Source: an optimization exercise on an open RTL-to-GDS flow (aim: small area). Production flows keep margins and buffers that such runs may drop. At most, simulation tests tie the RTL to the original design; equivalence was not proved. Power is estimated from default activity; no workload was simulated.

== job 4570 ==
// main
module main(
    input clock,
    input [7:0] Instruction,
    input reset,
    output [7:0] read_address,
    output [6:0] BCD_output1,
    output [6:0] BCD_output2,
    output [6:0] BCD_output3,
    output [6:0] BCD_output4
    );
Settings: LEC_CHECK=0, CAP_MARGIN=20, CORE_MARGIN=2, CORE_UTILIZATION=60, SLEW_MARGIN=20, SYNTH_HIERARCHICAL=1, SYNTH_MINIMUM_KEEP_SIZE=0; clock period 10.0 ns.
standard.sh (not shown) runs the stock make flow with config.mk's settings and CLKGATE_MAP_FILE= SYNTH_SCRIPT=/design/flow/synth_recipe.tcl, a recipe that flattens the netlist after the stock synthesis.
==> flow/flow/run.sh <==
#!/bin/bash
set -uo pipefail
bash standard.sh 'BUFFER_PORTS_ARGS=-buffer_cell sky130_fd_sc_hd__buf_1' \
  'CTS_ARGS=-sink_clustering_enable -repair_clock_nets -sink_clustering_size 25 -sink_clustering_max_diameter 50 -buf_list sky130_fd_sc_hd__clkbuf_8 -dont_use_dummy_load' \
  finish > standard_sh.log 2>&1
#### Input delta (job 3574 over job 4570)
Settings: swapping 60 for 40 in CORE_UTILIZATION.
==> flow/flow/run.sh <==
#!/bin/bash
set -uo pipefail
bash standard.sh 'BUFFER_PORTS_ARGS=-buffer_cell sky130_fd_sc_hd__buf_1' \
  'CTS_ARGS=-sink_clustering_enable -repair_clock_nets -sink_clustering_size 20 -sink_clustering_max_diameter 60 -buf_list sky130_fd_sc_hd__clkbuf_8 -dont_use_dummy_load' \
  finish > standard_sh.log 2>&1
--- outcome ---
Per the comparison of job 3574 with job 4570, via-per-instance ratio shrank by 12%, count of clock-buffer cells in the layout shrank by 3, sequential share of layout area shrank by 0.90 points, vias after detailed routing shrank by about 2.2%, placed wire-length estimate after detailed placement held steady. The total power of job 3574 falls short of that of job 4570 by 1.1%. Changes observed in job 3574 relative to job 4570: minimum clock period went down; via count of the first global-routing pass went down.
Relative to job 3574, the following input files were edited for job 2076:
Settings: CORE_UTILIZATION now 60, was 40.
Notes after the runs:
Status: power parity (job 3574, job 2076)
~same sum of routed wire length over all layers in job 3574 and job 2076
In job 2076, portion of total power attributed to the clock network is lower than in job 3574.
Against job 3574 as the reference, job 2076 delivers a lower proportion of cell area spent on the clock network.
Cell row count on job 2076 is down relative to job 3574.
Comparing job 3574 and job 2076, area after detailed placement is higher on job 3574.
Of job 2076 and job 3574, it is job 2076 that has the higher detailed-route wire length per cell.
Across both runs, largest fanout on the critical path was lower for job 2076 than for job 3574.
Of job 3574 and job 2076, job 2076 shows the higher met1 layer usage reported by global route, with job 3574 below it.

---

main, a different RTL version from the one above (not shown whole).
Size: roughly 800 cells after synthesis, ~300 flip-flops, ~12000 sq um of cells after synthesis.
// main
module main(
    input clock,
    input [7:0] Instruction,
    input reset,
    output [7:0] read_address,
    output [6:0] BCD_output1,
    output [6:0] BCD_output2,
    output [6:0] BCD_output3,
    output [6:0] BCD_output4
    );
    reg  [7:0] pc;
    reg  [7:0] r0, r1, r2, r3;
    reg        ready;
    reg        m1b0;             
    wire is_lw, is_sw, is_addj;
    wire [3:0] sa, sb, we;
    blk_dec u_dec (.I(Instruction), .is_lw(is_lw), .is_sw(is_sw), .is_addj(is_addj),
                   .sa(sa), .sb(sb), .we(we));
    wire [7:0] a, b;
    genvar w, k, i;
    generate
        for (i = 0; i < 8; i = i + 1) begin : g_rp
            wire a012, a3, b012, b3;
            c_a222oi_1 u_a012 (.A1(sa[0]), .A2(r0[i]), .B1(sa[1]), .B2(r1[i]), .C1(sa[2]), .C2(r2[i]), .Y(a012));
            c_nand2_1  u_a3   (.A(sa[3]), .B(r3[i]), .Y(a3));
            c_nand2_1  u_a    (.A(a012), .B(a3), .Y(a[i]));
            c_a222oi_1 u_b012 (.A1(sb[0]), .A2(r0[i]), .B1(sb[1]), .B2(r1[i]), .C1(sb[2]), .C2(r2[i]), .Y(b012));
            c_nand2_1  u_b3   (.A(sb[3]), .B(r3[i]), .Y(b3));
            c_nand2_1  u_b    (.A(b012), .B(b3), .Y(b[i]));
        end
    endgenerate
    wire [7:0] addr, sum;
    wire [3:0] n_rlo, n_wlo;
    wire [7:0] n_rhi, n_whi;
    wire n_rhi0x, we_m1;
    blk_addr u_addr (.a(a), .I(Instruction), .ready(ready), .addr(addr),
                     .n_rlo(n_rlo), .n_rhi(n_rhi), .n_rhi0x(n_rhi0x),
                     .n_wlo(n_wlo), .n_whi(n_whi), .we_m1(we_m1));
    wire [7:0] cs;
    wire x7;
    c_ha_1 u_s0 (.A(a[0]), .B(b[0]), .SUM(sum[0]), .COUT(cs[1]));
    generate
        for (i = 1; i < 7; i = i + 1) begin : g_sum
            c_fa_1 u (.A(a[i]), .B(b[i]), .CIN(cs[i]), .SUM(sum[i]), .COUT(cs[i+1]));
        end
    endgenerate
    c_xnor2_1 u_s7a (.A(a[7]), .B(b[7]), .Y(x7));
  ...
export LEC_CHECK = 0
export CAP_MARGIN = 20
export CORE_MARGIN = 2
export CORE_UTILIZATION = 40
export SLEW_MARGIN = 20
export SYNTH_HIERARCHICAL = 1
export SYNTH_MINIMUM_KEEP_SIZE = 0
create_clock -name core_clock -period 10.0 [get_ports {clock}]
==> flow/flow/run.sh <==
#!/bin/bash
set -uo pipefail
bash standard.sh 'BUFFER_PORTS_ARGS=-buffer_cell sky130_fd_sc_hd__buf_1' \
  'CTS_ARGS=-sink_clustering_enable -repair_clock_nets -sink_clustering_size 30 -sink_clustering_max_diameter 80 -buf_list sky130_fd_sc_hd__clkbuf_16 -dont_use_dummy_load' \
  finish > standard_sh.log 2>&1
Rerun with:
==> flow/flow/run.sh (replaced) <==
#!/bin/bash
set -uo pipefail
bash standard.sh 'BUFFER_PORTS_ARGS=-buffer_cell sky130_fd_sc_hd__buf_1' \
  'CTS_ARGS=-sink_clustering_enable -repair_clock_nets -sink_clustering_size 20 -sink_clustering_max_diameter 60 -buf_list sky130_fd_sc_hd__clkbuf_8 -dont_use_dummy_load' \
  finish > standard_sh.log 2>&1
Effect:
- The changed run completed with no timing, DRC or antenna violations
- hold slack hardly moves
- routed wire length barely changes
- combinational power stays flat
No functional check of the RTL was part of any run of this note.

[afterwards: timing with drivers on the ports]
In the flow no input, the clock included, has a driving cell. The finished layouts below were timed again as built, in two steps.
Step 1: set_driving_cell puts a clkbuf_16 on clock and a buf_2 on each other input, an assumption about the parent block.
Step 2 times the ports against the registers' clock, not the clock port: input delays grow and output delays shrink by t, the midpoint of the rising clock arrivals with the driver on.
a / b / c = ideal / step 1 / step 2; a / b = the first two.
run | shift t [ns] | slack for setup (ns) | worst setup path at the end | worst data-port slew with drivers (ns)
job 4570 | 0.591 | 0.322 / 0.297 / 0.297 | input to output | 0.05
job 3574 | 0.585 | 0.357 / 0.335 / 0.335 | input to output | 0.04
job 2076 | 0.579 | 0.274 / 0.249 / 0.249 | input to output | 0.04
the first run of note 2 | 0.534 | 0.606 / 0.582 / 0.582 | input to output | 0.03
the second run of note 2 | 0.597 | 0.612 / 0.588 / 0.588 | input to output | 0.03
After both steps every run listed still meets setup and hold.
